Source: an optimization exercise on an open RTL-to-GDS flow (aim: small area, a short achievable clock period and few clock cycles per item). Production flows keep margins and buffers that such runs may drop. RTL that was checked went through simulation tests only; none was proved equivalent to the original.

## run B
==> module exponentiation, before the edit <==
module exponentiation #(parameter W = 32, NC = 4) (
input logic clock,
input logic reset,
input logic start,
input logic [7:0] X,
input logic [3:0] Y,
output logic end_expo,
output logic [127:0] resultado
);
logic [W-1:0]  C [0:NC-1];
logic [3:0]    one, two, neg;    
logic          top;
logic [3:0]    cnt;              
logic          busy;
logic          load, triv;
logic          s1_v;
logic [NC-1:0] s1_sel;
logic [W-1:0]  a;                
logic [W+7:0]  ps, pc, ms, mc;
logic          last1;
logic [NC-1:0] upper_zero;       
logic          s2_v, s2_last, s2_final;
logic [NC-1:0] s2_sel;
logic [7:0]    t;
logic [W+7:0]  r;
logic [8:0]    xe;
logic [NC-1:0] next_sel;         
logic          next_v;
assign load = start & ~busy;
assign triv = (Y <= 4'd1) || (X <= 8'd1);
assign xe   = {X, 1'b0};
always_comb begin
    upper_zero[NC-1] = 1'b1;
    for (int i = NC-2; i >= 0; i--)
        upper_zero[i] = upper_zero[i+1] & (C[i+1] == '0) & ~(s2_v & s2_sel[i+1]);
end
assign last1 = s1_sel[NC-1] | (|(s1_sel & upper_zero) & (a[W-1:W-8] == 8'd0));
mult_serial #(.W(W)) MULT1 (.A(a), .one(one), .two(two), .neg(neg), .top(top), .S(ms), .C(mc));
assign r = ps + pc + {{W{1'b0}}, t};
always_comb begin
    a = '0;
    for (int i = 0; i < NC; i++)
        a = a | (C[i] & {W{s1_sel[i]}});
end
always_comb begin
    next_v   = 1'b0;
    next_sel = NC'(1);
    if (s1_v && !(last1 && (cnt == 4'd1 || s1_sel[0]))) begin
        next_v   = 1'b1;
        next_sel = last1 ? NC'(1) : (s1_sel << 1);
    end else if (s2_v && s2_last && !s2_final && s2_sel[0]) begin
        next_v   = 1'b1;
    end
end
always_ff @(posedge clock or posedge reset) begin
    if (reset) begin
        busy     <= 1'b0;
        end_expo <= 1'b0;
        cnt      <= 4'd0;
        s1_v     <= 1'b0;
        s2_v     <= 1'b0;
    end else begin
        end_expo <= 1'b0;
        s2_v     <= s1_v;
        if (load) begin
            cnt <= Y - 4'd1;
            if (triv) end_expo <= 1'b1;
            else begin
                busy <= 1'b1;
                s1_v <= 1'b1;
            end
        end else begin
            s1_v <= next_v;
            if (s1_v && last1) cnt <= cnt - 4'd1;
            if (s2_v && s2_final) begin
                busy     <= 1'b0;
                end_expo <= 1'b1;
            end
        end
    end
end
always_ff @(posedge clock) begin
    if (load) begin
        for (int i = 0; i < 4; i++) begin
            one[i] <= xe[2*i+1] ^ xe[2*i];
            two[i] <= (xe[2*i+2] & ~xe[2*i+1] & ~xe[2*i]) | (~xe[2*i+2] & xe[2*i+1] & xe[2*i]);
            neg[i] <= xe[2*i+2];
        end
        top    <= X[7];
        s1_sel <= NC'(1);
        t      <= 8'd0;
    end else begin
        s1_sel <= next_sel;
        if (s2_v) t <= s2_last ? 8'd0 : r[W+7:W];
    end
    ps       <= ms;
    pc       <= mc;
    s2_sel   <= s1_sel;
    s2_last  <= last1;
    s2_final <= last1 && cnt == 4'd1;
end
always_ff @(posedge clock) begin
    for (int i = 0; i < NC; i++) begin
        if (load) begin
            C[i] <= '0;
            if (i == 0) C[i][7:0] <= (Y == 4'd0) ? 8'd1 : X;
        end else if (s2_v && s2_sel[i]) begin
            C[i] <= r[W-1:0];
        end
    end
end
always_comb begin
    resultado = '0;
    for (int i = 0; i < NC; i++)
        resultado[i*W +: W] = C[i];
end
endmodule
export LEC_CHECK = 0
export CAP_MARGIN = 20
export CORE_MARGIN = 2
export CORE_UTILIZATION = 65
export SETUP_SLACK_MARGIN = 2.2
export SLEW_MARGIN = 20
create_clock -name core_clock -period 5.5 [get_ports {clock}]
standard.sh (not shown) runs the stock make flow with config.mk's settings and CLKGATE_MAP_FILE= SYNTH_SCRIPT=/design/flow/synth_recipe.tcl, a recipe that flattens the netlist after the stock synthesis.
==> flow/flow/run.sh <==
#!/bin/bash
# The standard layout, with every port buffered by the smallest buffer
# (sky130_fd_sc_hd__buf_1) instead of the one buffer_ports picks by itself.
set -euo pipefail
bash standard.sh BUFFER_PORTS_ARGS="-buffer_cell sky130_fd_sc_hd__buf_1" finish > standard.log 2>&1
Run B: PASS, flow complete, no timing, DRC or antenna violations
Edits applied to the flow inputs when going from run B to run A:
--- a/flow/design.v
+++ b/flow/design.v
@@ -41,11 +41,11 @@
 assign {c3, s3} = t3;
 assign t4 = csa(s3, c3, r[4]);
 assign {C, S} = t4;
 endmodule
 `timescale 1ns/1ps
-module exponentiation #(parameter W = 32, NC = 4) (
+module exponentiation #(parameter W = 30, NC = 4) (
 input logic clock,
 input logic reset,
 input logic start,
 input logic [7:0] X,
 input logic [3:0] Y,
==> run summary <==
- Run A was carried through to the last stage, and its layout satisfied the timing, DRC and antenna checks.
- Start point of the critical path: t[3] -> run A, s1_sel[2] -> run B
- Run A ends up with a global-route wire length before repair that is 4300 um lower than in run B.
- Delta(count of clock-buffer cells in the layout, run A - run B) < 0
- Run A vs run B: number of nets in the layout down in run A
- Flip-flop and latch area, run A vs run B: down by a few percent
- Compared to run B, run A was floorplanned on a smaller die.
Testbench counts of run A, summed over its fixed seeds: cycles 5,567, items 384.
The RTL of run B was laid out without a check of its function.

* * *

The RTL this note starts from:
==> flow/design.v <==
`timescale 1ns/1ps
module mult_serial #(parameter W = 40, N = W + 8) (
input  logic [W-1:0] A,
input  logic [7:0]   cin,
input  logic [3:0]   one, two, neg,
input  logic         top,
output logic [N-1:0] P
);
logic [N-1:0] r [0:5];
logic [W:0]   m [0:3];
localparam logic [N-1:0] K = -((N'(1) << (W+1)) + (N'(1) << (W+3)) + (N'(1) << (W+5)) + (N'(1) << (W+7)));
always_comb begin
    for (int i = 0; i < 4; i++) begin
        m[i] = (({1'b0, A} & {(W+1){one[i]}}) | ({A, 1'b0} & {(W+1){two[i]}})) ^ {(W+1){neg[i]}};
        r[i] = '0;
        r[i][2*i +: W+2] = {~neg[i], m[i]};
        if (i > 0) r[i][2*i-2] = neg[i-1];
    end
    r[4] = '0;
    r[4][N-1:8] = A & {W{top}};
    r[4][6] = neg[3];
    r[5] = K | N'(cin);
end
function automatic logic [2*N-1:0] csa(input logic [N-1:0] x, y, z);
    logic [N-1:0] s, cy;
    s  = x ^ y ^ z;
    cy = (x & y) | (x & z) | (y & z);
    csa = {cy[N-2:0], 1'b0, s};
endfunction
logic [N-1:0] s1, c1, s2, c2, s3, c3, s4, c4;
logic [2*N-1:0] t1, t2, t3, t4;
assign t1 = csa(r[0], r[1], r[2]);
assign t2 = csa(r[3], r[4], r[5]);
assign {c1, s1} = t1;
assign {c2, s2} = t2;
assign t3 = csa(s1, c1, s2);
assign {c3, s3} = t3;
assign t4 = csa(s3, c3, c2);
assign {c4, s4} = t4;
assign P = s4 + c4;
endmodule
`timescale 1ns/1ps
module exponentiation #(parameter W = 40, NC = 3) (
input logic clock,
input logic reset,
input logic start,
input logic [7:0] X,
input logic [3:0] Y,
output logic end_expo,
output logic [127:0] resultado
);
logic [W-1:0]  C [0:NC-1];       
logic [NC-1:0] sel;              
logic [3:0]    one, two, neg;    
logic          top;
logic [7:0]    carry;
logic [3:0]    cnt;              
logic          busy;
logic          load, triv, last;
logic [W-1:0]  a;                
logic [W-1:0]  a_next;
logic [W+7:0]  r;
logic [NC-1:0] upper_zero;       
logic [8:0]    xe;
assign load = start & ~busy;
assign triv = (Y <= 4'd1) || (X <= 8'd1);
assign xe   = {X, 1'b0};
always_comb begin
    upper_zero[NC-1] = 1'b1;
    for (int i = NC-2; i >= 0; i--)
        upper_zero[i] = upper_zero[i+1] & (C[i+1] == '0);
end
assign last = |(sel & upper_zero);
always_comb begin
    a_next = '0;
    if (last) begin
        a_next = sel[0] ? r[W-1:0] : C[0];
    end else begin
        for (int i = 0; i < NC-1; i++)
            a_next = a_next | (C[i+1] & {W{sel[i]}});
    end
end
mult_serial #(.W(W)) MULT1 (.A(a), .cin(carry), .one(one), .two(two), .neg(neg), .top(top), .P(r));
always_ff @(posedge clock or posedge reset) begin
    if (reset) begin
        busy     <= 1'b0;
        end_expo <= 1'b0;
        cnt      <= 4'd0;
        sel      <= '0;
    end else begin
        end_expo <= 1'b0;
        if (load) begin
            cnt <= Y - 4'd1;
            sel <= 1;
            if (triv) end_expo <= 1'b1;
            else      busy     <= 1'b1;
        end else if (busy) begin
            if (last) begin
                sel <= 1;
                cnt <= cnt - 4'd1;
                if (cnt == 4'd1) begin
                    busy     <= 1'b0;
                    end_expo <= 1'b1;
                end
            end else begin
                sel <= sel << 1;
            end
        end
    end
end
always_ff @(posedge clock) begin
    if (load) begin
        for (int i = 0; i < 4; i++) begin
            one[i] <= xe[2*i+1] ^ xe[2*i];
            two[i] <= (xe[2*i+2] & ~xe[2*i+1] & ~xe[2*i]) | (~xe[2*i+2] & xe[2*i+1] & xe[2*i]);
            neg[i] <= xe[2*i+2];
        end
        top   <= X[7];
        carry <= 8'd0;
        a     <= {{(W-8){1'b0}}, X};
    end else if (busy) begin
        carry <= last ? 8'd0 : r[W+7:W];
        a     <= a_next;
    end
end
always_ff @(posedge clock) begin
    for (int i = 0; i < NC; i++) begin
        if (load) begin
            C[i] <= '0;
            if (i == 0) C[i][7:0] <= (Y == 4'd0) ? 8'd1 : X;
        end else if (busy) begin
            if (sel[i]) C[i] <= r[W-1:0];
            if (i > 0 && sel[i-1] && last) C[i][7:0] <= r[W+7:W];
        end
    end
end
always_comb begin
    resultado = '0;
    for (int i = 0; i < NC; i++)
        resultado[i*W +: W] = C[i];
end
endmodule
Settings: LEC_CHECK=0, CAP_MARGIN=20, CORE_MARGIN=2, CORE_UTILIZATION=40, SLEW_MARGIN=20; clock period 5.5 ns.
run.sh (not shown) runs the stock make flow with config.mk's settings and CLKGATE_MAP_FILE= SYNTH_SCRIPT=/design/flow/synth_recipe.tcl, a recipe that flattens the netlist after the stock synthesis.
Stock flow here: none of the scripts above is used.
Testbench counts at the start, summed over its fixed seeds: cycles 3,498, items 384.
Rerun with:
--- a/flow/design.v
+++ b/flow/design.v
@@ -57,8 +57,7 @@
 logic [3:0]    cnt;              
 logic          busy;
 logic          load, triv, last;
-logic [W-1:0]  a;                
-logic [W-1:0]  a_next;
+logic [W-1:0]  a;
 logic [W+7:0]  r;
 logic [NC-1:0] upper_zero;       
 logic [8:0]    xe;
@@ -66,20 +65,16 @@
 assign triv = (Y <= 4'd1) || (X <= 8'd1);
 assign xe   = {X, 1'b0};
 always_comb begin
+    a = '0;
+    for (int i = 0; i < NC; i++)
+        a = a | (C[i] & {W{sel[i]}});
+end
+always_comb begin
     upper_zero[NC-1] = 1'b1;
     for (int i = NC-2; i >= 0; i--)
         upper_zero[i] = upper_zero[i+1] & (C[i+1] == '0);
 end
 assign last = |(sel & upper_zero);
-always_comb begin
-    a_next = '0;
-    if (last) begin
-        a_next = sel[0] ? r[W-1:0] : C[0];
-    end else begin
-        for (int i = 0; i < NC-1; i++)
-            a_next = a_next | (C[i+1] & {W{sel[i]}});
-    end
-end
 mult_serial #(.W(W)) MULT1 (.A(a), .cin(carry), .one(one), .two(two), .neg(neg), .top(top), .P(r));
 always_ff @(posedge clock or posedge reset) begin
     if (reset) begin
@@ -117,10 +112,8 @@
         end
         top   <= X[7];
         carry <= 8'd0;
-        a     <= {{(W-8){1'b0}}, X};
     end else if (busy) begin
         carry <= last ? 8'd0 : r[W+7:W];
-        a     <= a_next;
     end
 end
 always_ff @(posedge clock) begin
The changed run completed, yet does not pass: negative setup slack; wire length fell by 8.0%; die area fell by 10%; synthesized cell count fell by 11%; via count fell by 3.3%; setup slack gets worse by 0.60 ns; first-iteration DRC count fell by 23%; maximum frequency fell by 10%; synthesized area fell by 11%; global-route usage is about the same; critical path depth rose by 9; clock skew fell by 0.0037 ns; utilization rose by 9.0 points.
Testbench counts after the change, summed over its fixed seeds: cycles 3,498, items 384.

what the ideal ports hide:
The flow's constraints put no driver on any port. The routed layouts listed below were extracted and timed again, unchanged, in two steps. Step 1, drivers: a clkbuf_16 drives clock and a buf_2 each remaining input, both assumed. Step 2, shift: input delay + t, output delay - t, t = (earliest + latest rising clock arrival at the registers) / 2. This alone moves slack from input paths to output paths. Slacks: ideal ports / drivers / drivers and shift; pairs: ideal ports / drivers.
| run | t (ns) | setup WS [ns] | worst setup path after step 2 | slew at the worst register clock pin (ns) | worst data-port slew with drivers (ns) |
|---|---|---|---|---|---|
| run B | 0.595 | 2.127 / 2.127 / 2.127 | register to register | 0.07 / 0.07 | 0.03 |
| run A | 0.578 | 2.235 / 2.235 / 1.910 | input to register | 0.06 / 0.06 | 0.03 |
| the first run of note 2 | 0.521 | 0.165 / 0.165 / 0.165 | register to register | 0.09 / 0.09 | 0.03 |
| the second run of note 2 | 0.484 | -0.437 / -0.437 / -0.437 | register to register | 0.08 / 0.08 | 0.04 |
The setup slack of run A, which loses most, moves by 0.000 ns with the drivers and by -0.325 ns with both steps.
